Background: an optimization exercise with open tools, aiming at small area, a short achievable clock period and few clock cycles per item. Do not read the settings as production practice.
In this exercise RTL edits were held to simulation tests only and were not proved equivalent to the original.
Power and IR drop assume default switching activity.

`design/flow/design.v`:
```
module booth (
    input  wire        clk  ,
    input  wire        rst_n,
    input  wire [15:0] x    ,
    input  wire [15:0] y    ,
    input  wire        start,
    output wire [31:0] z    ,
    output wire        busy
);
assign busy = 1'b0;
wire one0_0, two0_0;
menc0 ue0_0 (.y2(y[1]), .y1(y[0]), .one(one0_0), .two(two0_0));
wire one1_0, two1_0;
menc ue1_0 (.y2(y[3]), .y1(y[2]), .y0(y[1]), .one(one1_0), .two(two1_0));
wire one2_0, two2_0;
menc ue2_0 (.y2(y[5]), .y1(y[4]), .y0(y[3]), .one(one2_0), .two(two2_0));
wire one3_0, two3_0;
menc ue3_0 (.y2(y[7]), .y1(y[6]), .y0(y[5]), .one(one3_0), .two(two3_0));
wire one4_0, two4_0;
menc ue4_0 (.y2(y[9]), .y1(y[8]), .y0(y[7]), .one(one4_0), .two(two4_0));
wire one5_0, two5_0;
menc ue5_0 (.y2(y[11]), .y1(y[10]), .y0(y[9]), .one(one5_0), .two(two5_0));
wire one6_0, two6_0;
menc ue6_0 (.y2(y[13]), .y1(y[12]), .y0(y[11]), .one(one6_0), .two(two6_0));
wire one7_0, two7_0;
menc ue7_0 (.y2(y[15]), .y1(y[14]), .y0(y[13]), .one(one7_0), .two(two7_0));
wire pp0_0;
mbs0 upp0_0 (.xj(x[0]), .one(one0_0), .neg(y[1]), .pp(pp0_0));
wire pp0_1;
mbs upp0_1 (.xj(x[1]), .xm(x[0]), .one(one0_0), .two(two0_0), .neg(y[1]), .pp(pp0_1));
wire pp0_2;
mbs upp0_2 (.xj(x[2]), .xm(x[1]), .one(one0_0), .two(two0_0), .neg(y[1]), .pp(pp0_2));
wire pp0_3;
mbs upp0_3 (.xj(x[3]), .xm(x[2]), .one(one0_0), .two(two0_0), .neg(y[1]), .pp(pp0_3));
wire pp0_4;
mbs upp0_4 (.xj(x[4]), .xm(x[3]), .one(one0_0), .two(two0_0), .neg(y[1]), .pp(pp0_4));
wire pp0_5;
mbs upp0_5 (.xj(x[5]), .xm(x[4]), .one(one0_0), .two(two0_0), .neg(y[1]), .pp(pp0_5));
wire pp0_6;
mbs upp0_6 (.xj(x[6]), .xm(x[5]), .one(one0_0), .two(two0_0), .neg(y[1]), .pp(pp0_6));
wire pp0_7;
mbs upp0_7 (.xj(x[7]), .xm(x[6]), .one(one0_0), .two(two0_0), .neg(y[1]), .pp(pp0_7));
wire pp0_8;
mbs upp0_8 (.xj(x[8]), .xm(x[7]), .one(one0_0), .two(two0_0), .neg(y[1]), .pp(pp0_8));
wire pp0_9;
mbs upp0_9 (.xj(x[9]), .xm(x[8]), .one(one0_0), .two(two0_0), .neg(y[1]), .pp(pp0_9));
wire pp0_10;
mbs upp0_10 (.xj(x[10]), .xm(x[9]), .one(one0_0), .two(two0_0), .neg(y[1]), .pp(pp0_10));
wire pp0_11;
mbs upp0_11 (.xj(x[11]), .xm(x[10]), .one(one0_0), .two(two0_0), .neg(y[1]), .pp(pp0_11));
wire pp0_12;
mbs upp0_12 (.xj(x[12]), .xm(x[11]), .one(one0_0), .two(two0_0), .neg(y[1]), .pp(pp0_12));
wire pp0_13;
mbs upp0_13 (.xj(x[13]), .xm(x[12]), .one(one0_0), .two(two0_0), .neg(y[1]), .pp(pp0_13));
wire pp0_14;
mbs upp0_14 (.xj(x[14]), .xm(x[13]), .one(one0_0), .two(two0_0), .neg(y[1]), .pp(pp0_14));
wire pp0_15;
mbs upp0_15 (.xj(x[15]), .xm(x[14]), .one(one0_0), .two(two0_0), .neg(y[1]), .pp(pp0_15));
wire pp0_16;
mbsn upp0_16 (.xj(x[15]), .xm(x[15]), .one(one0_0), .two(two0_0), .neg(y[1]), .pp(pp0_16));
wire s0n;
minv us0n (.a(pp0_16), .y(s0n));
wire pp1_0;
mbs0 upp1_0 (.xj(x[0]), .one(one1_0), .neg(y[3]), .pp(pp1_0));
wire pp1_1;
mbs upp1_1 (.xj(x[1]), .xm(x[0]), .one(one1_0), .two(two1_0), .neg(y[3]), .pp(pp1_1));
wire pp1_2;
mbs upp1_2 (.xj(x[2]), .xm(x[1]), .one(one1_0), .two(two1_0), .neg(y[3]), .pp(pp1_2));
wire pp1_3;
mbs upp1_3 (.xj(x[3]), .xm(x[2]), .one(one1_0), .two(two1_0), .neg(y[3]), .pp(pp1_3));
wire pp1_4;
mbs upp1_4 (.xj(x[4]), .xm(x[3]), .one(one1_0), .two(two1_0), .neg(y[3]), .pp(pp1_4));
wire pp1_5;
mbs upp1_5 (.xj(x[5]), .xm(x[4]), .one(one1_0), .two(two1_0), .neg(y[3]), .pp(pp1_5));
wire pp1_6;
mbs upp1_6 (.xj(x[6]), .xm(x[5]), .one(one1_0), .two(two1_0), .neg(y[3]), .pp(pp1_6));
wire pp1_7;
mbs upp1_7 (.xj(x[7]), .xm(x[6]), .one(one1_0), .two(two1_0), .neg(y[3]), .pp(pp1_7));
wire pp1_8;
mbs upp1_8 (.xj(x[8]), .xm(x[7]), .one(one1_0), .two(two1_0), .neg(y[3]), .pp(pp1_8));
wire pp1_9;
mbs upp1_9 (.xj(x[9]), .xm(x[8]), .one(one1_0), .two(two1_0), .neg(y[3]), .pp(pp1_9));
wire pp1_10;
mbs upp1_10 (.xj(x[10]), .xm(x[9]), .one(one1_0), .two(two1_0), .neg(y[3]), .pp(pp1_10));
wire pp1_11;
mbs upp1_11 (.xj(x[11]), .xm(x[10]), .one(one1_0), .two(two1_0), .neg(y[3]), .pp(pp1_11));
wire pp1_12;
mbs upp1_12 (.xj(x[12]), .xm(x[11]), .one(one1_0), .two(two1_0), .neg(y[3]), .pp(pp1_12));
wire pp1_13;
mbs upp1_13 (.xj(x[13]), .xm(x[12]), .one(one1_0), .two(two1_0), .neg(y[3]), .pp(pp1_13));
wire pp1_14;
mbs upp1_14 (.xj(x[14]), .xm(x[13]), .one(one1_0), .two(two1_0), .neg(y[3]), .pp(pp1_14));
wire pp1_15;
mbs upp1_15 (.xj(x[15]), .xm(x[14]), .one(one1_0), .two(two1_0), .neg(y[3]), .pp(pp1_15));
wire pp1_16;
mbsn upp1_16 (.xj(x[15]), .xm(x[15]), .one(one1_0), .two(two1_0), .neg(y[3]), .pp(pp1_16));
wire pp2_0;
mbs0 upp2_0 (.xj(x[0]), .one(one2_0), .neg(y[5]), .pp(pp2_0));
wire pp2_1;
mbs upp2_1 (.xj(x[1]), .xm(x[0]), .one(one2_0), .two(two2_0), .neg(y[5]), .pp(pp2_1));
wire pp2_2;
mbs upp2_2 (.xj(x[2]), .xm(x[1]), .one(one2_0), .two(two2_0), .neg(y[5]), .pp(pp2_2));
wire pp2_3;
mbs upp2_3 (.xj(x[3]), .xm(x[2]), .one(one2_0), .two(two2_0), .neg(y[5]), .pp(pp2_3));
wire pp2_4;
mbs upp2_4 (.xj(x[4]), .xm(x[3]), .one(one2_0), .two(two2_0), .neg(y[5]), .pp(pp2_4));
wire pp2_5;
mbs upp2_5 (.xj(x[5]), .xm(x[4]), .one(one2_0), .two(two2_0), .neg(y[5]), .pp(pp2_5));
wire pp2_6;
mbs upp2_6 (.xj(x[6]), .xm(x[5]), .one(one2_0), .two(two2_0), .neg(y[5]), .pp(pp2_6));
wire pp2_7;
mbs upp2_7 (.xj(x[7]), .xm(x[6]), .one(one2_0), .two(two2_0), .neg(y[5]), .pp(pp2_7));
wire pp2_8;
mbs upp2_8 (.xj(x[8]), .xm(x[7]), .one(one2_0), .two(two2_0), .neg(y[5]), .pp(pp2_8));
wire pp2_9;
mbs upp2_9 (.xj(x[9]), .xm(x[8]), .one(one2_0), .two(two2_0), .neg(y[5]), .pp(pp2_9));
wire pp2_10;
mbs upp2_10 (.xj(x[10]), .xm(x[9]), .one(one2_0), .two(two2_0), .neg(y[5]), .pp(pp2_10));
wire pp2_11;
mbs upp2_11 (.xj(x[11]), .xm(x[10]), .one(one2_0), .two(two2_0), .neg(y[5]), .pp(pp2_11));
wire pp2_12;
mbs upp2_12 (.xj(x[12]), .xm(x[11]), .one(one2_0), .two(two2_0), .neg(y[5]), .pp(pp2_12));
wire pp2_13;
mbs upp2_13 (.xj(x[13]), .xm(x[12]), .one(one2_0), .two(two2_0), .neg(y[5]), .pp(pp2_13));
wire pp2_14;
mbs upp2_14 (.xj(x[14]), .xm(x[13]), .one(one2_0), .two(two2_0), .neg(y[5]), .pp(pp2_14));
wire pp2_15;
mbs upp2_15 (.xj(x[15]), .xm(x[14]), .one(one2_0), .two(two2_0), .neg(y[5]), .pp(pp2_15));
wire pp2_16;
mbsn upp2_16 (.xj(x[15]), .xm(x[15]), .one(one2_0), .two(two2_0), .neg(y[5]), .pp(pp2_16));
wire pp3_0;
mbs0 upp3_0 (.xj(x[0]), .one(one3_0), .neg(y[7]), .pp(pp3_0));
wire pp3_1;
mbs upp3_1 (.xj(x[1]), .xm(x[0]), .one(one3_0), .two(two3_0), .neg(y[7]), .pp(pp3_1));
wire pp3_2;
mbs upp3_2 (.xj(x[2]), .xm(x[1]), .one(one3_0), .two(two3_0), .neg(y[7]), .pp(pp3_2));
wire pp3_3;
mbs upp3_3 (.xj(x[3]), .xm(x[2]), .one(one3_0), .two(two3_0), .neg(y[7]), .pp(pp3_3));
wire pp3_4;
mbs upp3_4 (.xj(x[4]), .xm(x[3]), .one(one3_0), .two(two3_0), .neg(y[7]), .pp(pp3_4));
wire pp3_5;
mbs upp3_5 (.xj(x[5]), .xm(x[4]), .one(one3_0), .two(two3_0), .neg(y[7]), .pp(pp3_5));
wire pp3_6;
mbs upp3_6 (.xj(x[6]), .xm(x[5]), .one(one3_0), .two(two3_0), .neg(y[7]), .pp(pp3_6));
wire pp3_7;
mbs upp3_7 (.xj(x[7]), .xm(x[6]), .one(one3_0), .two(two3_0), .neg(y[7]), .pp(pp3_7));
wire pp3_8;
mbs upp3_8 (.xj(x[8]), .xm(x[7]), .one(one3_0), .two(two3_0), .neg(y[7]), .pp(pp3_8));
wire pp3_9;
mbs upp3_9 (.xj(x[9]), .xm(x[8]), .one(one3_0), .two(two3_0), .neg(y[7]), .pp(pp3_9));
wire pp3_10;
mbs upp3_10 (.xj(x[10]), .xm(x[9]), .one(one3_0), .two(two3_0), .neg(y[7]), .pp(pp3_10));
wire pp3_11;
mbs upp3_11 (.xj(x[11]), .xm(x[10]), .one(one3_0), .two(two3_0), .neg(y[7]), .pp(pp3_11));
wire pp3_12;
mbs upp3_12 (.xj(x[12]), .xm(x[11]), .one(one3_0), .two(two3_0), .neg(y[7]), .pp(pp3_12));
wire pp3_13;
mbs upp3_13 (.xj(x[13]), .xm(x[12]), .one(one3_0), .two(two3_0), .neg(y[7]), .pp(pp3_13));
wire pp3_14;
mbs upp3_14 (.xj(x[14]), .xm(x[13]), .one(one3_0), .two(two3_0), .neg(y[7]), .pp(pp3_14));
wire pp3_15;
mbs upp3_15 (.xj(x[15]), .xm(x[14]), .one(one3_0), .two(two3_0), .neg(y[7]), .pp(pp3_15));
wire pp3_16;
mbsn upp3_16 (.xj(x[15]), .xm(x[15]), .one(one3_0), .two(two3_0), .neg(y[7]), .pp(pp3_16));
wire pp4_0;
mbs0 upp4_0 (.xj(x[0]), .one(one4_0), .neg(y[9]), .pp(pp4_0));
wire pp4_1;
mbs upp4_1 (.xj(x[1]), .xm(x[0]), .one(one4_0), .two(two4_0), .neg(y[9]), .pp(pp4_1));
wire pp4_2;
mbs upp4_2 (.xj(x[2]), .xm(x[1]), .one(one4_0), .two(two4_0), .neg(y[9]), .pp(pp4_2));
wire pp4_3;
mbs upp4_3 (.xj(x[3]), .xm(x[2]), .one(one4_0), .two(two4_0), .neg(y[9]), .pp(pp4_3));
wire pp4_4;
mbs upp4_4 (.xj(x[4]), .xm(x[3]), .one(one4_0), .two(two4_0), .neg(y[9]), .pp(pp4_4));
wire pp4_5;
mbs upp4_5 (.xj(x[5]), .xm(x[4]), .one(one4_0), .two(two4_0), .neg(y[9]), .pp(pp4_5));
wire pp4_6;
mbs upp4_6 (.xj(x[6]), .xm(x[5]), .one(one4_0), .two(two4_0), .neg(y[9]), .pp(pp4_6));
wire pp4_7;
mbs upp4_7 (.xj(x[7]), .xm(x[6]), .one(one4_0), .two(two4_0), .neg(y[9]), .pp(pp4_7));
wire pp4_8;
mbs upp4_8 (.xj(x[8]), .xm(x[7]), .one(one4_0), .two(two4_0), .neg(y[9]), .pp(pp4_8));
wire pp4_9;
mbs upp4_9 (.xj(x[9]), .xm(x[8]), .one(one4_0), .two(two4_0), .neg(y[9]), .pp(pp4_9));
wire pp4_10;
mbs upp4_10 (.xj(x[10]), .xm(x[9]), .one(one4_0), .two(two4_0), .neg(y[9]), .pp(pp4_10));
wire pp4_11;
mbs upp4_11 (.xj(x[11]), .xm(x[10]), .one(one4_0), .two(two4_0), .neg(y[9]), .pp(pp4_11));
wire pp4_12;
mbs upp4_12 (.xj(x[12]), .xm(x[11]), .one(one4_0), .two(two4_0), .neg(y[9]), .pp(pp4_12));
wire pp4_13;
mbs upp4_13 (.xj(x[13]), .xm(x[12]), .one(one4_0), .two(two4_0), .neg(y[9]), .pp(pp4_13));
wire pp4_14;
mbs upp4_14 (.xj(x[14]), .xm(x[13]), .one(one4_0), .two(two4_0), .neg(y[9]), .pp(pp4_14));
wire pp4_15;
mbs upp4_15 (.xj(x[15]), .xm(x[14]), .one(one4_0), .two(two4_0), .neg(y[9]), .pp(pp4_15));
wire pp4_16;
mbsn upp4_16 (.xj(x[15]), .xm(x[15]), .one(one4_0), .two(two4_0), .neg(y[9]), .pp(pp4_16));
wire pp5_0;
mbs0 upp5_0 (.xj(x[0]), .one(one5_0), .neg(y[11]), .pp(pp5_0));
wire pp5_1;
mbs upp5_1 (.xj(x[1]), .xm(x[0]), .one(one5_0), .two(two5_0), .neg(y[11]), .pp(pp5_1));
wire pp5_2;
mbs upp5_2 (.xj(x[2]), .xm(x[1]), .one(one5_0), .two(two5_0), .neg(y[11]), .pp(pp5_2));
wire pp5_3;
mbs upp5_3 (.xj(x[3]), .xm(x[2]), .one(one5_0), .two(two5_0), .neg(y[11]), .pp(pp5_3));
wire pp5_4;
mbs upp5_4 (.xj(x[4]), .xm(x[3]), .one(one5_0), .two(two5_0), .neg(y[11]), .pp(pp5_4));
wire pp5_5;
mbs upp5_5 (.xj(x[5]), .xm(x[4]), .one(one5_0), .two(two5_0), .neg(y[11]), .pp(pp5_5));
wire pp5_6;
mbs upp5_6 (.xj(x[6]), .xm(x[5]), .one(one5_0), .two(two5_0), .neg(y[11]), .pp(pp5_6));
wire pp5_7;
mbs upp5_7 (.xj(x[7]), .xm(x[6]), .one(one5_0), .two(two5_0), .neg(y[11]), .pp(pp5_7));
wire pp5_8;
mbs upp5_8 (.xj(x[8]), .xm(x[7]), .one(one5_0), .two(two5_0), .neg(y[11]), .pp(pp5_8));
wire pp5_9;
mbs upp5_9 (.xj(x[9]), .xm(x[8]), .one(one5_0), .two(two5_0), .neg(y[11]), .pp(pp5_9));
wire pp5_10;
mbs upp5_10 (.xj(x[10]), .xm(x[9]), .one(one5_0), .two(two5_0), .neg(y[11]), .pp(pp5_10));
wire pp5_11;
mbs upp5_11 (.xj(x[11]), .xm(x[10]), .one(one5_0), .two(two5_0), .neg(y[11]), .pp(pp5_11));
wire pp5_12;
mbs upp5_12 (.xj(x[12]), .xm(x[11]), .one(one5_0), .two(two5_0), .neg(y[11]), .pp(pp5_12));
wire pp5_13;
mbs upp5_13 (.xj(x[13]), .xm(x[12]), .one(one5_0), .two(two5_0), .neg(y[11]), .pp(pp5_13));
wire pp5_14;
mbs upp5_14 (.xj(x[14]), .xm(x[13]), .one(one5_0), .two(two5_0), .neg(y[11]), .pp(pp5_14));
wire pp5_15;
mbs upp5_15 (.xj(x[15]), .xm(x[14]), .one(one5_0), .two(two5_0), .neg(y[11]), .pp(pp5_15));
wire pp5_16;
mbsn upp5_16 (.xj(x[15]), .xm(x[15]), .one(one5_0), .two(two5_0), .neg(y[11]), .pp(pp5_16));
wire pp6_0;
mbs0 upp6_0 (.xj(x[0]), .one(one6_0), .neg(y[13]), .pp(pp6_0));
wire pp6_1;
mbs upp6_1 (.xj(x[1]), .xm(x[0]), .one(one6_0), .two(two6_0), .neg(y[13]), .pp(pp6_1));
wire pp6_2;
mbs upp6_2 (.xj(x[2]), .xm(x[1]), .one(one6_0), .two(two6_0), .neg(y[13]), .pp(pp6_2));
wire pp6_3;
mbs upp6_3 (.xj(x[3]), .xm(x[2]), .one(one6_0), .two(two6_0), .neg(y[13]), .pp(pp6_3));
wire pp6_4;
mbs upp6_4 (.xj(x[4]), .xm(x[3]), .one(one6_0), .two(two6_0), .neg(y[13]), .pp(pp6_4));
wire pp6_5;
mbs upp6_5 (.xj(x[5]), .xm(x[4]), .one(one6_0), .two(two6_0), .neg(y[13]), .pp(pp6_5));
wire pp6_6;
mbs upp6_6 (.xj(x[6]), .xm(x[5]), .one(one6_0), .two(two6_0), .neg(y[13]), .pp(pp6_6));
wire pp6_7;
mbs upp6_7 (.xj(x[7]), .xm(x[6]), .one(one6_0), .two(two6_0), .neg(y[13]), .pp(pp6_7));
wire pp6_8;
mbs upp6_8 (.xj(x[8]), .xm(x[7]), .one(one6_0), .two(two6_0), .neg(y[13]), .pp(pp6_8));
wire pp6_9;
mbs upp6_9 (.xj(x[9]), .xm(x[8]), .one(one6_0), .two(two6_0), .neg(y[13]), .pp(pp6_9));
wire pp6_10;
mbs upp6_10 (.xj(x[10]), .xm(x[9]), .one(one6_0), .two(two6_0), .neg(y[13]), .pp(pp6_10));
wire pp6_11;
mbs upp6_11 (.xj(x[11]), .xm(x[10]), .one(one6_0), .two(two6_0), .neg(y[13]), .pp(pp6_11));
wire pp6_12;
mbs upp6_12 (.xj(x[12]), .xm(x[11]), .one(one6_0), .two(two6_0), .neg(y[13]), .pp(pp6_12));
wire pp6_13;
mbs upp6_13 (.xj(x[13]), .xm(x[12]), .one(one6_0), .two(two6_0), .neg(y[13]), .pp(pp6_13));
wire pp6_14;
mbs upp6_14 (.xj(x[14]), .xm(x[13]), .one(one6_0), .two(two6_0), .neg(y[13]), .pp(pp6_14));
wire pp6_15;
mbs upp6_15 (.xj(x[15]), .xm(x[14]), .one(one6_0), .two(two6_0), .neg(y[13]), .pp(pp6_15));
wire pp6_16;
mbsn upp6_16 (.xj(x[15]), .xm(x[15]), .one(one6_0), .two(two6_0), .neg(y[13]), .pp(pp6_16));
wire pp7_0;
mbs0 upp7_0 (.xj(x[0]), .one(one7_0), .neg(y[15]), .pp(pp7_0));
wire pp7_1;
mbs upp7_1 (.xj(x[1]), .xm(x[0]), .one(one7_0), .two(two7_0), .neg(y[15]), .pp(pp7_1));
wire pp7_2;
mbs upp7_2 (.xj(x[2]), .xm(x[1]), .one(one7_0), .two(two7_0), .neg(y[15]), .pp(pp7_2));
wire pp7_3;
mbs upp7_3 (.xj(x[3]), .xm(x[2]), .one(one7_0), .two(two7_0), .neg(y[15]), .pp(pp7_3));
wire pp7_4;
mbs upp7_4 (.xj(x[4]), .xm(x[3]), .one(one7_0), .two(two7_0), .neg(y[15]), .pp(pp7_4));
wire pp7_5;
mbs upp7_5 (.xj(x[5]), .xm(x[4]), .one(one7_0), .two(two7_0), .neg(y[15]), .pp(pp7_5));
wire pp7_6;
mbs upp7_6 (.xj(x[6]), .xm(x[5]), .one(one7_0), .two(two7_0), .neg(y[15]), .pp(pp7_6));
wire pp7_7;
mbs upp7_7 (.xj(x[7]), .xm(x[6]), .one(one7_0), .two(two7_0), .neg(y[15]), .pp(pp7_7));
wire pp7_8;
mbs upp7_8 (.xj(x[8]), .xm(x[7]), .one(one7_0), .two(two7_0), .neg(y[15]), .pp(pp7_8));
wire pp7_9;
mbs upp7_9 (.xj(x[9]), .xm(x[8]), .one(one7_0), .two(two7_0), .neg(y[15]), .pp(pp7_9));
wire pp7_10;
mbs upp7_10 (.xj(x[10]), .xm(x[9]), .one(one7_0), .two(two7_0), .neg(y[15]), .pp(pp7_10));
wire pp7_11;
mbs upp7_11 (.xj(x[11]), .xm(x[10]), .one(one7_0), .two(two7_0), .neg(y[15]), .pp(pp7_11));
wire pp7_12;
mbs upp7_12 (.xj(x[12]), .xm(x[11]), .one(one7_0), .two(two7_0), .neg(y[15]), .pp(pp7_12));
wire pp7_13;
mbs upp7_13 (.xj(x[13]), .xm(x[12]), .one(one7_0), .two(two7_0), .neg(y[15]), .pp(pp7_13));
wire pp7_14;
mbs upp7_14 (.xj(x[14]), .xm(x[13]), .one(one7_0), .two(two7_0), .neg(y[15]), .pp(pp7_14));
wire pp7_15;
mbs upp7_15 (.xj(x[15]), .xm(x[14]), .one(one7_0), .two(two7_0), .neg(y[15]), .pp(pp7_15));
wire pp7_16;
mbsn upp7_16 (.xj(x[15]), .xm(x[15]), .one(one7_0), .two(two7_0), .neg(y[15]), .pp(pp7_16));
wire s1, c2;
mha us1 (.a(y[3]), .b(pp0_2), .s(s1), .co(c2));
wire s3, c4;
mha us3 (.a(pp0_3), .b(pp1_1), .s(s3), .co(c4));
wire s5, c6;
mfa us5 (.a(y[5]), .b(pp0_4), .c(pp1_2), .s(s5), .co(c6));
wire s7, c8;
mha us7 (.a(pp2_0), .b(c4), .s(s7), .co(c8));
wire s9, c10;
mfa us9 (.a(pp0_5), .b(pp1_3), .c(pp2_1), .s(s9), .co(c10));
wire s11, c12;
mha us11 (.a(c6), .b(c8), .s(s11), .co(c12));
wire s13, c14;
mfa us13 (.a(y[7]), .b(pp0_6), .c(pp1_4), .s(s13), .co(c14));
wire s15, c16;
mfa us15 (.a(pp2_2), .b(pp3_0), .c(c10), .s(s15), .co(c16));
wire s17, c18;
mha us17 (.a(s13), .b(c12), .s(s17), .co(c18));
wire s19, c20;
mfa us19 (.a(pp0_7), .b(pp1_5), .c(pp2_3), .s(s19), .co(c20));
wire s21, c22;
mfa us21 (.a(pp3_1), .b(c14), .c(s19), .s(s21), .co(c22));
wire s23, c24;
mha us23 (.a(c16), .b(c18), .s(s23), .co(c24));
wire s25, c26;
mfa us25 (.a(y[9]), .b(pp0_8), .c(pp1_6), .s(s25), .co(c26));
wire s27, c28;
mfa us27 (.a(pp2_4), .b(pp3_2), .c(pp4_0), .s(s27), .co(c28));
wire s29, c30;
mfa us29 (.a(c20), .b(s25), .c(s27), .s(s29), .co(c30));
wire s31, c32;
mha us31 (.a(c22), .b(s29), .s(s31), .co(c32));
wire s33, c34;
mfa us33 (.a(pp0_9), .b(pp1_7), .c(pp2_5), .s(s33), .co(c34));
wire s35, c36;
mfa us35 (.a(pp3_3), .b(pp4_1), .c(c26), .s(s35), .co(c36));
wire s37, c38;
mfa us37 (.a(c28), .b(s33), .c(s35), .s(s37), .co(c38));
wire s39, c40;
mha us39 (.a(c30), .b(c32), .s(s39), .co(c40));
wire s41, c42;
mfa us41 (.a(y[11]), .b(pp0_10), .c(pp1_8), .s(s41), .co(c42));
wire s43, c44;
mfa us43 (.a(pp2_6), .b(pp3_4), .c(pp4_2), .s(s43), .co(c44));
wire s45, c46;
mfa us45 (.a(pp5_0), .b(c34), .c(s41), .s(s45), .co(c46));
wire s47, c48;
mfa us47 (.a(s43), .b(c36), .c(s45), .s(s47), .co(c48));
wire s49, c50;
mha us49 (.a(c38), .b(c40), .s(s49), .co(c50));
wire s51, c52;
mfa us51 (.a(pp0_11), .b(pp1_9), .c(pp2_7), .s(s51), .co(c52));
wire s53, c54;
mfa us53 (.a(pp3_5), .b(pp4_3), .c(pp5_1), .s(s53), .co(c54));
wire s55, c56;
mfa us55 (.a(c42), .b(c44), .c(s51), .s(s55), .co(c56));
wire s57, c58;
mfa us57 (.a(s53), .b(c46), .c(s55), .s(s57), .co(c58));
wire s59, c60;
mha us59 (.a(c48), .b(s57), .s(s59), .co(c60));
wire s61, c62;
mfa us61 (.a(y[13]), .b(pp0_12), .c(pp1_10), .s(s61), .co(c62));
wire s63, c64;
mfa us63 (.a(pp2_8), .b(pp3_6), .c(pp4_4), .s(s63), .co(c64));
wire s65, c66;
mfa us65 (.a(pp5_2), .b(pp6_0), .c(c52), .s(s65), .co(c66));
wire s67, c68;
mfa us67 (.a(c54), .b(s61), .c(s63), .s(s67), .co(c68));
wire s69, c70;
mfa us69 (.a(s65), .b(c56), .c(s67), .s(s69), .co(c70));
wire s71, c72;
mha us71 (.a(c58), .b(s69), .s(s71), .co(c72));
wire s73, c74;
mfa us73 (.a(pp0_13), .b(pp1_11), .c(pp2_9), .s(s73), .co(c74));
wire s75, c76;
mfa us75 (.a(pp3_7), .b(pp4_5), .c(pp5_3), .s(s75), .co(c76));
wire s77, c78;
mfa us77 (.a(pp6_1), .b(c62), .c(c64), .s(s77), .co(c78));
wire s79, c80;
mfa us79 (.a(s73), .b(s75), .c(c66), .s(s79), .co(c80));
wire s81, c82;
mfa us81 (.a(s77), .b(c68), .c(s79), .s(s81), .co(c82));
wire s83, c84;
mha us83 (.a(c70), .b(c72), .s(s83), .co(c84));
wire s85, c86;
mfa us85 (.a(y[15]), .b(pp0_14), .c(pp1_12), .s(s85), .co(c86));
wire s87, c88;
mfa us87 (.a(pp2_10), .b(pp3_8), .c(pp4_6), .s(s87), .co(c88));
wire s89, c90;
mfa us89 (.a(pp5_4), .b(pp6_2), .c(pp7_0), .s(s89), .co(c90));
wire s91, c92;
mfa us91 (.a(c74), .b(c76), .c(s85), .s(s91), .co(c92));
wire s93, c94;
mfa us93 (.a(s87), .b(s89), .c(c78), .s(s93), .co(c94));
wire s95, c96;
mfa us95 (.a(s91), .b(c80), .c(s93), .s(s95), .co(c96));
wire s97, c98;
mha us97 (.a(c82), .b(s95), .s(s97), .co(c98));
wire s99, c100;
mfa us99 (.a(pp0_15), .b(pp1_13), .c(pp2_11), .s(s99), .co(c100));
wire s101, c102;
mfa us101 (.a(pp3_9), .b(pp4_7), .c(pp5_5), .s(s101), .co(c102));
wire s103, c104;
mfa us103 (.a(pp6_3), .b(pp7_1), .c(c86), .s(s103), .co(c104));
wire s105, c106;
mfa us105 (.a(c88), .b(c90), .c(s99), .s(s105), .co(c106));
wire s107, c108;
mfa us107 (.a(s101), .b(s103), .c(c92), .s(s107), .co(c108));
wire s109, c110;
mfa us109 (.a(s105), .b(c94), .c(s107), .s(s109), .co(c110));
wire s111, c112;
mha us111 (.a(c96), .b(s109), .s(s111), .co(c112));
wire s113, c114;
mfa us113 (.a(s0n), .b(pp1_14), .c(pp2_12), .s(s113), .co(c114));
wire s115, c116;
mfa us115 (.a(pp3_10), .b(pp4_8), .c(pp5_6), .s(s115), .co(c116));
wire s117, c118;
mfa us117 (.a(pp6_4), .b(pp7_2), .c(c100), .s(s117), .co(c118));
wire s119, c120;
mfa us119 (.a(c102), .b(s113), .c(s115), .s(s119), .co(c120));
wire s121, c122;
mfa us121 (.a(c104), .b(s117), .c(c106), .s(s121), .co(c122));
wire s123, c124;
mfa us123 (.a(s119), .b(c108), .c(s121), .s(s123), .co(c124));
wire s125, c126;
mha us125 (.a(c110), .b(s123), .s(s125), .co(c126));
wire s127, c128;
mfa us127 (.a(s0n), .b(pp1_15), .c(pp2_13), .s(s127), .co(c128));
wire s129, c130;
mfa us129 (.a(pp3_11), .b(pp4_9), .c(pp5_7), .s(s129), .co(c130));
wire s131, c132;
mfa us131 (.a(pp6_5), .b(pp7_3), .c(c114), .s(s131), .co(c132));
wire s133, c134;
mfa us133 (.a(c116), .b(s127), .c(s129), .s(s133), .co(c134));
wire s135, c136;
mfa us135 (.a(c118), .b(s131), .c(c120), .s(s135), .co(c136));
wire s137, c138;
mfa us137 (.a(s133), .b(c122), .c(s135), .s(s137), .co(c138));
wire s139, c140;
mha us139 (.a(c124), .b(s137), .s(s139), .co(c140));
wire s141, c142;
mfa us141 (.a(pp0_16), .b(pp1_16), .c(pp2_14), .s(s141), .co(c142));
wire s143, c144;
mfa us143 (.a(pp3_12), .b(pp4_10), .c(pp5_8), .s(s143), .co(c144));
wire s145, c146;
mfa us145 (.a(pp6_6), .b(pp7_4), .c(c128), .s(s145), .co(c146));
wire s147, c148;
mfa us147 (.a(c130), .b(s141), .c(s143), .s(s147), .co(c148));
wire s149, c150;
mfa us149 (.a(c132), .b(s145), .c(c134), .s(s149), .co(c150));
wire s151, c152;
mfa us151 (.a(s147), .b(c136), .c(s149), .s(s151), .co(c152));
wire s153, c154;
mha us153 (.a(c138), .b(s151), .s(s153), .co(c154));
wire s155;
minv us155 (.a(pp2_15), .y(s155));
wire s156, c157;
mfa us156 (.a(pp3_13), .b(pp4_11), .c(pp5_9), .s(s156), .co(c157));
wire s158, c159;
mfa us158 (.a(pp6_7), .b(pp7_5), .c(s155), .s(s158), .co(c159));
wire s160, c161;
mfa us160 (.a(c142), .b(c144), .c(s156), .s(s160), .co(c161));
wire s162, c163;
mfa us162 (.a(s158), .b(c146), .c(c148), .s(s162), .co(c163));
wire s164, c165;
mfa us164 (.a(s160), .b(c150), .c(s162), .s(s164), .co(c165));
wire s166, c167;
mha us166 (.a(c152), .b(s164), .s(s166), .co(c167));
wire s168, c169;
mfa us168 (.a(pp2_16), .b(pp3_14), .c(pp4_12), .s(s168), .co(c169));
wire s170, c171;
mfa us170 (.a(pp5_10), .b(pp6_8), .c(pp7_6), .s(s170), .co(c171));
wire s172, c173;
mfa us172 (.a(pp2_15), .b(c157), .c(s168), .s(s172), .co(c173));
wire s174, c175;
mfa us174 (.a(s170), .b(c159), .c(c161), .s(s174), .co(c175));
wire s176, c177;
mfa us176 (.a(s172), .b(c163), .c(s174), .s(s176), .co(c177));
wire s178, c179;
mha us178 (.a(c165), .b(s176), .s(s178), .co(c179));
wire s180;
minv us180 (.a(pp3_15), .y(s180));
wire s181, c182;
mfa us181 (.a(pp4_13), .b(pp5_11), .c(pp6_9), .s(s181), .co(c182));
wire s183, c184;
mfa us183 (.a(pp7_7), .b(s180), .c(c169), .s(s183), .co(c184));
wire s185, c186;
mfa us185 (.a(c171), .b(s181), .c(s183), .s(s185), .co(c186));
wire s187, c188;
mfa us187 (.a(c173), .b(c175), .c(s185), .s(s187), .co(c188));
wire s189, c190;
mha us189 (.a(c177), .b(s187), .s(s189), .co(c190));
wire s191, c192;
mfa us191 (.a(pp3_16), .b(pp4_14), .c(pp5_12), .s(s191), .co(c192));
wire s193, c194;
mfa us193 (.a(pp6_10), .b(pp7_8), .c(pp3_15), .s(s193), .co(c194));
wire s195, c196;
mfa us195 (.a(c182), .b(s191), .c(s193), .s(s195), .co(c196));
wire s197, c198;
mfa us197 (.a(c184), .b(s195), .c(c186), .s(s197), .co(c198));
wire s199, c200;
mha us199 (.a(c188), .b(s197), .s(s199), .co(c200));
wire s201;
minv us201 (.a(pp4_15), .y(s201));
wire s202, c203;
mfa us202 (.a(pp5_13), .b(pp6_11), .c(pp7_9), .s(s202), .co(c203));
wire s204, c205;
mfa us204 (.a(s201), .b(c192), .c(c194), .s(s204), .co(c205));
wire s206, c207;
mfa us206 (.a(s202), .b(s204), .c(c196), .s(s206), .co(c207));
wire s208, c209;
mha us208 (.a(s206), .b(c198), .s(s208), .co(c209));
wire s210, c211;
mfa us210 (.a(pp4_16), .b(pp5_14), .c(pp6_12), .s(s210), .co(c211));
wire s212, c213;
mfa us212 (.a(pp7_10), .b(pp4_15), .c(c203), .s(s212), .co(c213));
wire s214, c215;
mfa us214 (.a(s210), .b(c205), .c(s212), .s(s214), .co(c215));
wire s216, c217;
mha us216 (.a(c207), .b(s214), .s(s216), .co(c217));
wire s218;
minv us218 (.a(pp5_15), .y(s218));
wire s219, c220;
mfa us219 (.a(pp6_13), .b(pp7_11), .c(s218), .s(s219), .co(c220));
wire s221, c222;
mfa us221 (.a(c211), .b(s219), .c(c213), .s(s221), .co(c222));
wire s223, c224;
mha us223 (.a(c215), .b(s221), .s(s223), .co(c224));
wire s225, c226;
mfa us225 (.a(pp5_16), .b(pp6_14), .c(pp7_12), .s(s225), .co(c226));
wire s227, c228;
mfa us227 (.a(pp5_15), .b(s225), .c(c220), .s(s227), .co(c228));
wire s229, c230;
mha us229 (.a(s227), .b(c222), .s(s229), .co(c230));
wire s231;
minv us231 (.a(pp6_15), .y(s231));
wire s232, c233;
mfa us232 (.a(pp7_13), .b(s231), .c(c226), .s(s232), .co(c233));
wire s234, c235;
mha us234 (.a(s232), .b(c228), .s(s234), .co(c235));
wire s236, c237;
mfa us236 (.a(pp6_16), .b(pp7_14), .c(pp6_15), .s(s236), .co(c237));
wire s238, c239;
mha us238 (.a(s236), .b(c233), .s(s238), .co(c239));
wire s240;
minv us240 (.a(pp7_15), .y(s240));
wire s241, c242;
mha us241 (.a(s240), .b(c237), .s(s241), .co(c242));
wire s243, c244;
mha us243 (.a(pp7_16), .b(pp7_15), .s(s243), .co(c244));
wire s245;
minv us245 (.a(c244), .y(s245));
wire lp246, lg247;
mha ulp246 (.a(pp0_0), .b(y[1]), .s(lp246), .co(lg247));
wire lp248, lg249;
mha ulp248 (.a(pp1_0), .b(s1), .s(lp248), .co(lg249));
wire lp250, lg251;
mha ulp250 (.a(c2), .b(s3), .s(lp250), .co(lg251));
wire lp252, lg253;
mha ulp252 (.a(s5), .b(s7), .s(lp252), .co(lg253));
wire lp254, lg255;
mha ulp254 (.a(s9), .b(s11), .s(lp254), .co(lg255));
wire lp256, lg257;
mha ulp256 (.a(s15), .b(s17), .s(lp256), .co(lg257));
wire lp258, lg259;
mha ulp258 (.a(s21), .b(s23), .s(lp258), .co(lg259));
wire lp260, lg261;
mha ulp260 (.a(c24), .b(s31), .s(lp260), .co(lg261));
wire lp262, lg263;
mha ulp262 (.a(s37), .b(s39), .s(lp262), .co(lg263));
wire lq264;
mand ulq264 (.a(lp248), .b(pp0_1), .y(lq264));
wire lg265;
mao ulg265 (.g1(lg253), .p1(lp252), .g0(lg251), .g(lg265));
wire lq266;
mand ulq266 (.a(lp252), .b(lp250), .y(lq266));
wire lg267;
mao ulg267 (.g1(lg257), .p1(lp256), .g0(lg255), .g(lg267));
wire lq268;
mand ulq268 (.a(lp256), .b(lp254), .y(lq268));
wire lg269;
mao ulg269 (.g1(lg261), .p1(lp260), .g0(lg259), .g(lg269));
wire lq270;
mand ulq270 (.a(lp260), .b(lp258), .y(lq270));
wire lg271;
mao ulg271 (.g1(lg249), .p1(lq264), .g0(lg247), .g(lg271));
wire lg272;
mao ulg272 (.g1(lg267), .p1(lq268), .g0(lg265), .g(lg272));
wire lq273;
mand ulq273 (.a(lq268), .b(lq266), .y(lq273));
wire lg274;
mao ulg274 (.g1(lg272), .p1(lq273), .g0(lg271), .g(lg274));
wire lg275;
mao ulg275 (.g1(lg265), .p1(lq266), .g0(lg271), .g(lg275));
wire lg276;
mao ulg276 (.g1(lg269), .p1(lq270), .g0(lg274), .g(lg276));
wire la277;
mand ula277 (.a(pp0_1), .b(lg247), .y(la277));
wire lg278;
mao ulg278 (.g1(lg251), .p1(lp250), .g0(lg271), .g(lg278));
wire lg279;
mao ulg279 (.g1(lg255), .p1(lp254), .g0(lg275), .g(lg279));
wire lg280;
mao ulg280 (.g1(lg259), .p1(lp258), .g0(lg274), .g(lg280));
wire lg281;
mao ulg281 (.g1(lg263), .p1(lp262), .g0(lg276), .g(lg281));
wire ls282;
mxor uls282 (.a(pp0_1), .b(lg247), .y(ls282));
wire ls283;
mxor uls283 (.a(lp248), .b(la277), .y(ls283));
wire ls284;
mxor uls284 (.a(lp250), .b(lg271), .y(ls284));
wire ls285;
mxor uls285 (.a(lp252), .b(lg278), .y(ls285));
wire ls286;
mxor uls286 (.a(lp254), .b(lg275), .y(ls286));
wire ls287;
mxor uls287 (.a(lp256), .b(lg279), .y(ls287));
wire ls288;
mxor uls288 (.a(lp258), .b(lg274), .y(ls288));
wire ls289;
mxor uls289 (.a(lp260), .b(lg280), .y(ls289));
wire ls290;
mxor uls290 (.a(lp262), .b(lg276), .y(ls290));
reg [10:0] qlo;
reg [21:0] qa;
reg [20:0] qb;
wire hp291, hg292;
mha uhp291 (.a(qa[0]), .b(qb[0]), .s(hp291), .co(hg292));
wire hp293, hg294;
mha uhp293 (.a(qa[1]), .b(qb[1]), .s(hp293), .co(hg294));
wire hp295, hg296;
mha uhp295 (.a(qa[2]), .b(qb[2]), .s(hp295), .co(hg296));
wire hp297, hg298;
mha uhp297 (.a(qa[3]), .b(qb[3]), .s(hp297), .co(hg298));
wire hp299, hg300;
mha uhp299 (.a(qa[4]), .b(qb[4]), .s(hp299), .co(hg300));
wire hp301, hg302;
mha uhp301 (.a(qa[5]), .b(qb[5]), .s(hp301), .co(hg302));
wire hp303, hg304;
mha uhp303 (.a(qa[6]), .b(qb[6]), .s(hp303), .co(hg304));
wire hp305, hg306;
mha uhp305 (.a(qa[7]), .b(qb[7]), .s(hp305), .co(hg306));
wire hp307, hg308;
mha uhp307 (.a(qa[8]), .b(qb[8]), .s(hp307), .co(hg308));
wire hp309, hg310;
mha uhp309 (.a(qa[9]), .b(qb[9]), .s(hp309), .co(hg310));
wire hp311, hg312;
mha uhp311 (.a(qa[10]), .b(qb[10]), .s(hp311), .co(hg312));
wire hp313, hg314;
mha uhp313 (.a(qa[11]), .b(qb[11]), .s(hp313), .co(hg314));
wire hp315, hg316;
mha uhp315 (.a(qa[12]), .b(qb[12]), .s(hp315), .co(hg316));
wire hp317, hg318;
mha uhp317 (.a(qa[13]), .b(qb[13]), .s(hp317), .co(hg318));
wire hp319, hg320;
mha uhp319 (.a(qa[14]), .b(qb[14]), .s(hp319), .co(hg320));
wire hp321, hg322;
mha uhp321 (.a(qa[15]), .b(qb[15]), .s(hp321), .co(hg322));
wire hp323, hg324;
mha uhp323 (.a(qa[16]), .b(qb[16]), .s(hp323), .co(hg324));
wire hp325, hg326;
mha uhp325 (.a(qa[17]), .b(qb[17]), .s(hp325), .co(hg326));
wire hp327, hg328;
mha uhp327 (.a(qa[18]), .b(qb[18]), .s(hp327), .co(hg328));
wire hp329, hg330;
mha uhp329 (.a(qa[19]), .b(qb[19]), .s(hp329), .co(hg330));
wire hp331, hg332;
mha uhp331 (.a(qa[20]), .b(qb[20]), .s(hp331), .co(hg332));
wire hg333;
mao uhg333 (.g1(hg292), .p1(hp291), .g0(qlo[10]), .g(hg333));
wire hg334;
mao uhg334 (.g1(hg296), .p1(hp295), .g0(hg294), .g(hg334));
wire hq335;
mand uhq335 (.a(hp295), .b(hp293), .y(hq335));
wire hg336;
mao uhg336 (.g1(hg300), .p1(hp299), .g0(hg298), .g(hg336));
wire hq337;
mand uhq337 (.a(hp299), .b(hp297), .y(hq337));
wire hg338;
mao uhg338 (.g1(hg304), .p1(hp303), .g0(hg302), .g(hg338));
wire hq339;
mand uhq339 (.a(hp303), .b(hp301), .y(hq339));
wire hg340;
mao uhg340 (.g1(hg308), .p1(hp307), .g0(hg306), .g(hg340));
wire hq341;
mand uhq341 (.a(hp307), .b(hp305), .y(hq341));
wire hg342;
mao uhg342 (.g1(hg312), .p1(hp311), .g0(hg310), .g(hg342));
wire hq343;
mand uhq343 (.a(hp311), .b(hp309), .y(hq343));
wire hg344;
mao uhg344 (.g1(hg316), .p1(hp315), .g0(hg314), .g(hg344));
wire hq345;
mand uhq345 (.a(hp315), .b(hp313), .y(hq345));
wire hg346;
mao uhg346 (.g1(hg320), .p1(hp319), .g0(hg318), .g(hg346));
wire hq347;
mand uhq347 (.a(hp319), .b(hp317), .y(hq347));
wire hg348;
mao uhg348 (.g1(hg324), .p1(hp323), .g0(hg322), .g(hg348));
wire hq349;
mand uhq349 (.a(hp323), .b(hp321), .y(hq349));
wire hg350;
mao uhg350 (.g1(hg328), .p1(hp327), .g0(hg326), .g(hg350));
wire hq351;
mand uhq351 (.a(hp327), .b(hp325), .y(hq351));
wire hg352;
mao uhg352 (.g1(hg332), .p1(hp331), .g0(hg330), .g(hg352));
wire hq353;
mand uhq353 (.a(hp331), .b(hp329), .y(hq353));
wire hg354;
mao uhg354 (.g1(hg334), .p1(hq335), .g0(hg333), .g(hg354));
wire hg355;
mao uhg355 (.g1(hg338), .p1(hq339), .g0(hg336), .g(hg355));
wire hq356;
mand uhq356 (.a(hq339), .b(hq337), .y(hq356));
wire hg357;
mao uhg357 (.g1(hg342), .p1(hq343), .g0(hg340), .g(hg357));
wire hq358;
mand uhq358 (.a(hq343), .b(hq341), .y(hq358));
wire hg359;
mao uhg359 (.g1(hg346), .p1(hq347), .g0(hg344), .g(hg359));
wire hq360;
mand uhq360 (.a(hq347), .b(hq345), .y(hq360));
wire hg361;
mao uhg361 (.g1(hg350), .p1(hq351), .g0(hg348), .g(hg361));
wire hq362;
mand uhq362 (.a(hq351), .b(hq349), .y(hq362));
wire hg363;
mao uhg363 (.g1(hg355), .p1(hq356), .g0(hg354), .g(hg363));
wire hg364;
mao uhg364 (.g1(hg359), .p1(hq360), .g0(hg357), .g(hg364));
wire hq365;
mand uhq365 (.a(hq360), .b(hq358), .y(hq365));
wire hg366;
mao uhg366 (.g1(hg364), .p1(hq365), .g0(hg363), .g(hg366));
wire hg367;
mao uhg367 (.g1(hg357), .p1(hq358), .g0(hg363), .g(hg367));
wire hg368;
mao uhg368 (.g1(hg361), .p1(hq362), .g0(hg366), .g(hg368));
wire hg369;
mao uhg369 (.g1(hg336), .p1(hq337), .g0(hg354), .g(hg369));
wire hg370;
mao uhg370 (.g1(hg340), .p1(hq341), .g0(hg363), .g(hg370));
wire hg371;
mao uhg371 (.g1(hg344), .p1(hq345), .g0(hg367), .g(hg371));
wire hg372;
mao uhg372 (.g1(hg348), .p1(hq349), .g0(hg366), .g(hg372));
wire hg373;
mao uhg373 (.g1(hg352), .p1(hq353), .g0(hg368), .g(hg373));
wire hg374;
mao uhg374 (.g1(hg294), .p1(hp293), .g0(hg333), .g(hg374));
wire hg375;
mao uhg375 (.g1(hg298), .p1(hp297), .g0(hg354), .g(hg375));
wire hg376;
mao uhg376 (.g1(hg302), .p1(hp301), .g0(hg369), .g(hg376));
wire hg377;
mao uhg377 (.g1(hg306), .p1(hp305), .g0(hg363), .g(hg377));
wire hg378;
mao uhg378 (.g1(hg310), .p1(hp309), .g0(hg370), .g(hg378));
wire hg379;
mao uhg379 (.g1(hg314), .p1(hp313), .g0(hg367), .g(hg379));
wire hg380;
mao uhg380 (.g1(hg318), .p1(hp317), .g0(hg371), .g(hg380));
wire hg381;
mao uhg381 (.g1(hg322), .p1(hp321), .g0(hg366), .g(hg381));
wire hg382;
mao uhg382 (.g1(hg326), .p1(hp325), .g0(hg372), .g(hg382));
wire hg383;
mao uhg383 (.g1(hg330), .p1(hp329), .g0(hg368), .g(hg383));
wire ha384;
mand uha384 (.a(qa[21]), .b(hg373), .y(ha384));
wire hs385;
mxor uhs385 (.a(hp291), .b(qlo[10]), .y(hs385));
wire hs386;
mxor uhs386 (.a(hp293), .b(hg333), .y(hs386));
wire hs387;
mxor uhs387 (.a(hp295), .b(hg374), .y(hs387));
wire hs388;
mxor uhs388 (.a(hp297), .b(hg354), .y(hs388));
wire hs389;
mxor uhs389 (.a(hp299), .b(hg375), .y(hs389));
wire hs390;
mxor uhs390 (.a(hp301), .b(hg369), .y(hs390));
wire hs391;
mxor uhs391 (.a(hp303), .b(hg376), .y(hs391));
wire hs392;
mxor uhs392 (.a(hp305), .b(hg363), .y(hs392));
wire hs393;
mxor uhs393 (.a(hp307), .b(hg377), .y(hs393));
wire hs394;
mxor uhs394 (.a(hp309), .b(hg370), .y(hs394));
wire hs395;
mxor uhs395 (.a(hp311), .b(hg378), .y(hs395));
wire hs396;
mxor uhs396 (.a(hp313), .b(hg367), .y(hs396));
wire hs397;
mxor uhs397 (.a(hp315), .b(hg379), .y(hs397));
wire hs398;
mxor uhs398 (.a(hp317), .b(hg371), .y(hs398));
wire hs399;
mxor uhs399 (.a(hp319), .b(hg380), .y(hs399));
wire hs400;
mxor uhs400 (.a(hp321), .b(hg366), .y(hs400));
wire hs401;
mxor uhs401 (.a(hp323), .b(hg381), .y(hs401));
wire hs402;
mxor uhs402 (.a(hp325), .b(hg372), .y(hs402));
wire hs403;
mxor uhs403 (.a(hp327), .b(hg382), .y(hs403));
wire hs404;
mxor uhs404 (.a(hp329), .b(hg368), .y(hs404));
wire hs405;
mxor uhs405 (.a(hp331), .b(hg383), .y(hs405));
wire hs406;
mxor uhs406 (.a(qa[21]), .b(hg373), .y(hs406));
assign z = {hs406, hs405, hs404, hs403, hs402, hs401, hs400, hs399, hs398, hs397, hs396, hs395, hs394, hs393, hs392, hs391, hs390, hs389, hs388, hs387, hs386, hs385, qlo[9], qlo[8], qlo[7], qlo[6], qlo[5], qlo[4], qlo[3], qlo[2], qlo[1], qlo[0]};
always @(posedge clk)
    if (start) begin
        qlo <= {lg281, ls290, ls289, ls288, ls287, ls286, ls285, ls284, ls283, ls282, lp246};
        qa <= {s245, c242, c239, c235, c230, c224, c217, c209, c200, c190, c179, c167, c154, c140, c126, c112, c98, c84, s81, c60, c50, s47};
        qb <= {s243, s241, s238, s234, s229, s223, s216, s208, s199, s189, s178, s166, s153, s139, s125, s111, s97, s83, s71, s59, s49};
    end
endmodule
module menc (input wire y2, input wire y1, input wire y0, output wire one, output wire two);
assign one = y1 ^ y0;
assign two = (y2 & ~y1 & ~y0) | (~y2 & y1 & y0);
endmodule
module menc0 (input wire y2, input wire y1, output wire one, output wire two);
assign one = y1;
assign two = y2 & ~y1;
endmodule
module mbs (input wire xj, input wire xm, input wire one, input wire two, input wire neg, output wire pp);
assign pp = ((one & xj) | (two & xm)) ^ neg;
endmodule
module mbs0 (input wire xj, input wire one, input wire neg, output wire pp);
assign pp = (one & xj) ^ neg;
endmodule
module mbsn (input wire xj, input wire xm, input wire one, input wire two, input wire neg, output wire pp);
assign pp = ~(((one & xj) | (two & xm)) ^ neg);
endmodule
module mfa (input wire a, input wire b, input wire c, output wire s, output wire co);
assign s  = a ^ b ^ c;
assign co = (a & b) | (a & c) | (b & c);
endmodule
module mha (input wire a, input wire b, output wire s, output wire co);
assign s  = a ^ b;
assign co = a & b;
endmodule
module minv (input wire a, output wire y);
assign y = ~a;
endmodule
module mand (input wire a, input wire b, output wire y);
assign y = a & b;
endmodule
module mxor (input wire a, input wire b, output wire y);
assign y = a ^ b;
endmodule
module mao (input wire g1, input wire p1, input wire g0, output wire g);
assign g = g1 | (p1 & g0);
endmodule
```
`design/flow/flow/run.sh`:
```
#!/bin/bash
set -euo pipefail
export BUFFER_PORTS_ARGS="-buffer_cell sky130_fd_sc_hd__buf_2"
export PRE_FLOORPLAN_TCL="$PWD/flow/downsize.tcl"
bash standard.sh > standard.log 2>&1
```
`design/flow/flow/downsize.tcl`:
```
# Start the layout from the smallest drive strength of each combinational
# cell that synthesis picked; timing repair later sizes up what it needs.
set db [ord::get_db]
set block [ord::get_db_block]
set n 0
foreach inst [$block getInsts] {
  set m [[$inst getMaster] getName]
  if {![regexp {^(sky130_fd_sc_hd__([a-z0-9]+))_([0-9]+)$} $m -> base short drive]} { continue }
  if {[regexp {^(s?e?df|dl|conb|tap|fill|decap|clk)} $short]} { continue }
  foreach d {0 1 2} {
    if {$d >= $drive} { break }
    set cand ${base}_$d
    set cm [$db findMaster $cand]
    if {$cm eq "NULL" || $cm eq ""} { continue }
    replace_cell [$inst getName] $cand
    incr n
    break
  }
}
puts "downsize.tcl: resized $n instances"
```
`design/flow/standard.sh`:
```
#!/bin/bash
# synth_recipe.tcl (not shown) runs the flow's synth.tcl, then flattens the netlist and writes it again
# the make line also repeats each setting of config.mk as NAME=value (left out here)
make -C /OpenROAD-flow-scripts/flow DESIGN_CONFIG=/design/flow/config.mk WORK_HOME=/design/flow/orfs CLKGATE_MAP_FILE= SYNTH_SCRIPT=/design/flow/synth_recipe.tcl "${@:-finish}"
```
`design/flow/config.mk`:
```
export PLATFORM = sky130hd
export DESIGN_NAME = booth
export DESIGN_NICKNAME = booth
export VERILOG_FILES = /design/flow/design.v
export SDC_FILE = /design/flow/constraint.sdc
export NUM_CORES = 4
export LEC_CHECK = 0
export CAP_MARGIN = 20
export CORE_MARGIN = 2
export CORE_UTILIZATION = 40
export CTS_BUF_LIST = sky130_fd_sc_hd__clkbuf_8
export CTS_CLUSTER_SIZE = 30
export SLEW_MARGIN = 20
export SYNTH_HIERARCHICAL = 1
export SYNTH_MINIMUM_KEEP_SIZE = 0
```
`design/flow/constraint.sdc`:
```
create_clock -name core_clock -period 4.0 [get_ports {clk}]
set_input_delay 0.8000 -clock core_clock [delete_from_list [all_inputs] [get_ports {clk}]]
set_output_delay 0.8000 -clock core_clock [all_outputs]
set_load 0.01 [all_outputs]
```
==> run_results.csv, run 1 <==
group,metric,value,unit
sta,drv_slew,0,
setup_path,path_class,"in2reg",
synth,yosys_warnings,7,
sta,min_period,3.88,ns
routing,route.detailed.drc,0,
clock_tree,cts_resized,0,
placed_design,dpl.hpwl,14400,um
routing,antenna_left,0,
final_layout,final_cells,980,
final_layout,seqCellArea,0.00162,sq mm
global_routing,grt_usage,19.5,%
final_layout,multi_input_area,0.00576,sq mm
floorplanning,start_util,41.1,%
clock_tree,cts_tree,"yes",
setup_path,arrival,3.97,ns
setup_path,worstSetupStartpointType,"input pin",
sta,slew_headroom,59.2,%
setup_path,cp_max_fo,7,
final_layout,nets,935,
clock_tree,cts_buffer_depth,2,
clock_tree,h-tree-depth,2,
sta,fmax,258,MHz
clock_tree,clock-sinks,54,
setup_path,crit_required,4.09,ns
placed_design,portBuffers,65,
final_layout,fillers,1685,
clock_tree,holdBufCountCts,0,
routing,firstDrtPassIters,8,
placed_design,place_inst,973,
global_routing,grt_pass1_vias,5722,
final_layout,layout-drive-gt1-share,20.0,%
final_layout,stdcell_area,0.00871,sq mm
hold_path,hp-class,"in2reg",
clock_tree,root_buffer,"clkbuf_8",
final_layout,fin_util,48.0,%
sta,hold_viol,0,
floorplanning,core,0.0181,sq mm
clock_tree,numCtsBuffers,5,
floorplanning,num_rows,49,
floorplanning,io-pin-count,68,
hold_path,hold_end,"qlo[0]",
power_and_ir_drop,power.total,6180,uW
synth,synthCells,647,
global_routing,gr-total-overflow,0,
final_layout,num_antenna_cells,0,
floorplanning,die_h,140,um
floorplanning,die_x,140,um
global_routing,grt_max_degree,31,
power_and_ir_drop,power.density,709,mW/mm^2
routing,via_per_inst,5.57,
setup_path,end_kind,"flop",
clock_tree,cts_setup_buffers,0,
routing,drt_iter0_drc,379,
routing,routed_wl,18500,um
sta,finalHoldWorstSlack,0.995,ns
hold_path,whs_path_depth,1,
hold_path,hp-start,"start",
placed_design,placed_cell_area,0.00863,sq mm
sta,rsz0062_at_grt,"false",
sta,finalSetupViolations,0,
routing,vias,5458,
sta,tightest_slew,0.611,ns
power_and_ir_drop,leakage,0.00362,uW
floorplanning,dieArea,0.0197,sq mm
status,status,"complete, no violations",
job,maxCapViolations,0,
power_and_ir_drop,irDropWorstVdd,0.000362,V
placed_design,routabilityCongestion,0.888,
clock_tree,clkTransAtPathRegs,0.11,ns
global_routing,antenna_found_initial,0,
synth,synth_fp_nets,831,
global_routing,grt_first_pass_wirelength,30300,um
routing,wl_per_cell,18.9,um
sta,fin_crit_sh,97.0,%
-- routing by layer --
metal  global-route usage (%)  routed length, um
met4                     4.84                146
met5                        0                  0
met3                     2.56               1000
met2                     33.1               9200
met1                     26.5               8120
-- worst max-delay path by stage --
stage / cells past startpoint / slack (ns) / start / endpoint
global route: 11 / 0.01 / y[4] / qb[9]
finish: 10 / 0.12 / y[1] / qb[7]
CTS: 10 / 0.13 / y[1] / qb[7]
detailed placement: 10 / -0.23 / y[1] / qb[7]
floorplan: 9 / 0.009 / y[2] / qb[7]
global placement: 10 / -0.20 / y[1] / qb[8]
-- placed cells by master (no fill, tap or decap), types with 7 or more instances in the layout --
cell / instances
xnor2_1: 128
a22oi_1: 128
buf_2: 65
nand2b_1: 7
xor2_1: 40
inv_1: 9
and2_0: 21
buf_4: 57
a21o_1: 48
ha_1: 59
buf_12: 9
nand2_1: 15
edfxtp_1: 54
fa_1: 90
-- stage by stage --
step / TNS, ns / setup WS (ns)
after floorplan: 0 / 0.00875
after CTS: 0 / 0.134
after global routing: 0 / 0.0102
after detailed placement: -2.64 / -0.228
after global placement: -1.98 / -0.203
final: 0 / 0.122
-- where the power goes --
| part | switching (uW) | leakage (uW) | internal, uW |
|---|---|---|---|
| registers | 76.8 | 0.000526 | 1200 |
| logic | 2400 | 0.00305 | 2180 |
| clock network | 199 | 0.0000414 | 118 |
| total | 2680 | 0.00362 | 3500 |
-- flip-flops by register name, indices dropped and copies added, names as in the netlist --
register,cells
qa,22
qb,21
qlo,11
-- area by class of cell --
cell class | instances | share of cell area (%)
clock inverters | 2 | 0.129
inverters | 8 | 0.345
well taps | 229 | 3.29
multi-input cells | 551 | 66.1
flip-flops and latches | 54 | 18.6
repair buffers | 131 | 10.7
clock buffers | 5 | 0.790
-- critical path: stages --
cell,delay [ns]
buf_2,0.15
nor2b_4,0.14
a22oi_1,0.20
xor2_1,0.35
inv_1,0.16
fa_1,0.47
fa_1,0.47
fa_1,0.54
fa_1,0.41
ha_1,0.28
Testbench counts, summed over its fixed seeds: cycles 3,200, items 3,200.
==> inputs of run 2 (changes only) <==
==> design/flow/flow/run.sh (replaced) <==
#!/bin/bash
set -euo pipefail
export BUFFER_PORTS_ARGS="-buffer_cell sky130_fd_sc_hd__buf_1"
export PRE_FLOORPLAN_TCL="$PWD/flow/downsize.tcl"
bash standard.sh > standard.log 2>&1
--- a/design/flow/config.mk
+++ b/design/flow/config.mk
@@ -8,8 +8,6 @@
 export CAP_MARGIN = 20
 export CORE_MARGIN = 2
 export CORE_UTILIZATION = 40
-export CTS_BUF_LIST = sky130_fd_sc_hd__clkbuf_8
-export CTS_CLUSTER_SIZE = 30
 export SLEW_MARGIN = 20
 export SYNTH_HIERARCHICAL = 1
 export SYNTH_MINIMUM_KEEP_SIZE = 0
==> run 2 against run 1 <==
Against the previous run:
- die area is the same
- first-iteration DRC count decreased by 21%
- sequential share of layout area fell by 0.45 points
- sequential cell count unchanged
- cell count grew 1.8%
- worst hold slack improved by 0.057 ns
- clock power is 45% higher
- largest power group unchanged
- highest routed layer unchanged
==> run_results.csv, run 2 <==
group,metric,value,unit
sta,fin_crit_sh,98.5,%
sta,tightest_slew,0.909,ns
routing,via_per_inst,5.54,
clock_tree,clock-sinks,54,
final_layout,layout-drive-gt1-share,15.5,%
global_routing,grt_first_pass_wirelength,30600,um
floorplanning,start_util,41.1,%
placed_design,placed_cell_area,0.00869,sq mm
synth,yosys_warnings,7,
clock_tree,numCtsBuffers,5,
synth,synth_fp_nets,831,
clock_tree,cts_buffer_depth,2,
final_layout,regMostFlops,"qa",
setup_path,path_class,"in2reg",
global_routing,gr-total-overflow,0,
sta,min_period,3.94,ns
routing,drt_iter0_drc,299,
clock_tree,root_buffer,"clkbuf_16",
final_layout,multi_input_area,0.00583,sq mm
routing,antenna_left,0,
floorplanning,core,0.0181,sq mm
sta,tns,0,ns
setup_path,cp_num_buf_inv,4,
setup_path,crit_required,4.06,ns
clock_tree,holdBufCountCts,0,
synth,synthCells,647,
final_layout,fin_util,49.2,%
routing,firstDrtPassIters,5,
global_routing,grt_pass1_vias,5763,
sta,finalSetupViolations,0,
routing,vias,5530,
setup_path,max_stage_delay,0.60,ns
placed_design,routabilityCongestion,0.908,
final_layout,largestRegisters,"qa x22, qb x21, qlo x11",
sta,rsz0062_at_grt,"true",
final_layout,largest_register_ffs,22,
hold_path,hp-class,"in2reg",
routing,wl_per_cell,18.6,um
power_and_ir_drop,irDropWorstVdd,0.000400,V
final_layout,final_cell_mix,"xnor2_1 (127), a22oi_1 (127), fa_1 (81), buf_4 (70), buf_1 (61)",
floorplanning,die_x,140,um
clock_tree,cts_tree,"yes",
placed_design,dpl.hpwl,14300,um
setup_path,crit_end,"qb[5]",
setup_path,cp_max_fo,10,
global_routing,grt_max_degree,35,
sta,hold_viol,0,
placed_design,portBuffers,65,
floorplanning,die_h,140,um
global_routing,antenna_found_initial,0,
final_layout,fillers,1642,
sta,drv_slew,0,
job,maxCapViolations,0,
setup_path,path_cells,"buf_1 > buf_6 > nand2b_1 > o22ai_2 > buf_12 > buf_4 > a22oi_1 > xnor2_1 > fa_2 > fa_2 > fa_1 > fa_1 > ha_1",
routing,routed_wl,18600,um
setup_path,slowest_stage,"fa_2",
setup_path,cp-startpoint,"y[3]",
final_layout,nets,952,
clock_tree,h-tree-depth,2,
final_layout,seqCellArea,0.00162,sq mm
sta,finalHoldWorstSlack,1.05,ns
global_routing,grt_usage,19.7,%
clock_tree,clkTransAtPathRegs,0.08,ns
setup_path,crit_cells,13,
status,status,"complete, no violations",
final_layout,stdcell_area,0.00893,sq mm
routing,route.detailed.drc,0,
floorplanning,io-pin-count,68,
setup_path,worstSetupStartpointType,"input pin",
floorplanning,num_rows,49,
power_and_ir_drop,leakage,0.00357,uW
sta,slew_headroom,39.4,%
setup_path,end_kind,"flop",
setup_path,arrival,4.00,ns
final_layout,num_antenna_cells,0,
sta,fmax,254,MHz
floorplanning,dieArea,0.0197,sq mm
power_and_ir_drop,power.density,700,mW/mm^2
setup_path,cp_top_family,"adder cells",
## run 2: how the worst min path moves through the flow
stage	start	to	slack, ns	depth (start not counted)
finish	y[1]	qlo[0]	1.05	4
global route	y[1]	qlo[0]	1.09	4
CTS	y[1]	qlo[0]	1.09	4
detailed placement	qlo[0]	z[0]	1.24	1
global placement	qlo[8]	z[8]	1.24	1
floorplan	start	qa[0]	0.91	0
## run 2: where the power goes
part | total (uW) | switching, uW | internal (uW)
Sequential | 1280 | 77.5 | 1200
Combinational | 4510 | 2410 | 2100
Clock | 460 | 227 | 233
Total | 6250 | 2720 | 3530
## run 2: timing repair
item,CTS,global route
gates resized for setup,0,19
buffers inserted,0,2
setup endpoints to repair,0,9
endpoints found under the hold margin,0,0
## run 2: area by class of cell
| type | count | area share, % |
|---|---|---|
| Inverter | 8 | 0.336 |
| Clock inverter | 3 | 0.224 |
| Multi-Input combinational cell | 551 | 65.3 |
| Sequential cell | 54 | 18.2 |
| Tap cell | 229 | 3.21 |
| Timing Repair Buffer | 148 | 11.4 |
| Clock buffer | 5 | 1.40 |
## run 2: per-layer routing
metal,vias to the layer above,global-route usage [%],part of all wire [%]
met1,2764,26.3,44
met2,176,34.3,49
met3,17,2.53,5.3
met4,0,4.37,1.3
li1,2573,-,-
met5,-,0,0
## run 2: worst min-delay path: stages
cell	delay, ns
clkbuf_2	0.11
buf_12	0.12
buf_4	0.12
ha_1	0.12
## run 2: metrics by stage
step | instances | setup slack [ns] | power (uW)
floorplan | 647 | 0.00875 | 4680
global placement | 988 | -0.215 | 5710
detailed placement | 988 | -0.271 | 5830
CTS | 996 | 0.0548 | 6340
global route | 998 | -0.0451 | 6990
finish | 998 | 0.0606 | 6250

-- separate check: timing with driven ports --
How much do the figures lean on ideal ports? The routed layouts below were timed once more, with nothing changed but the port constraints.
Step 1, drivers: a clkbuf_16 drives clk and a buf_2 each remaining input, both assumed.
Step 2, shift: input delay + t, output delay - t, t = (earliest + latest rising clock arrival at the registers) / 2. This alone moves slack from input paths to output paths.
Slacks: no drivers / after step 1 / after step 2; pairs: no drivers / after step 1.
run | t (ns) | setup slack, ns | hold slack, ns
run 1 | 0.369 | 0.122 / 0.123 / -0.246 | 0.995 / 0.980 / 1.233
run 2 | 0.349 | 0.061 / 0.075 / -0.274 | 1.053 / 1.043 / 1.257
Met with ideal ports but missed after step 2: setup timing in run 1 and run 2. The setup slack of run 1, which loses most, moves by +0.001 ns with the drivers and by -0.368 ns with both steps.
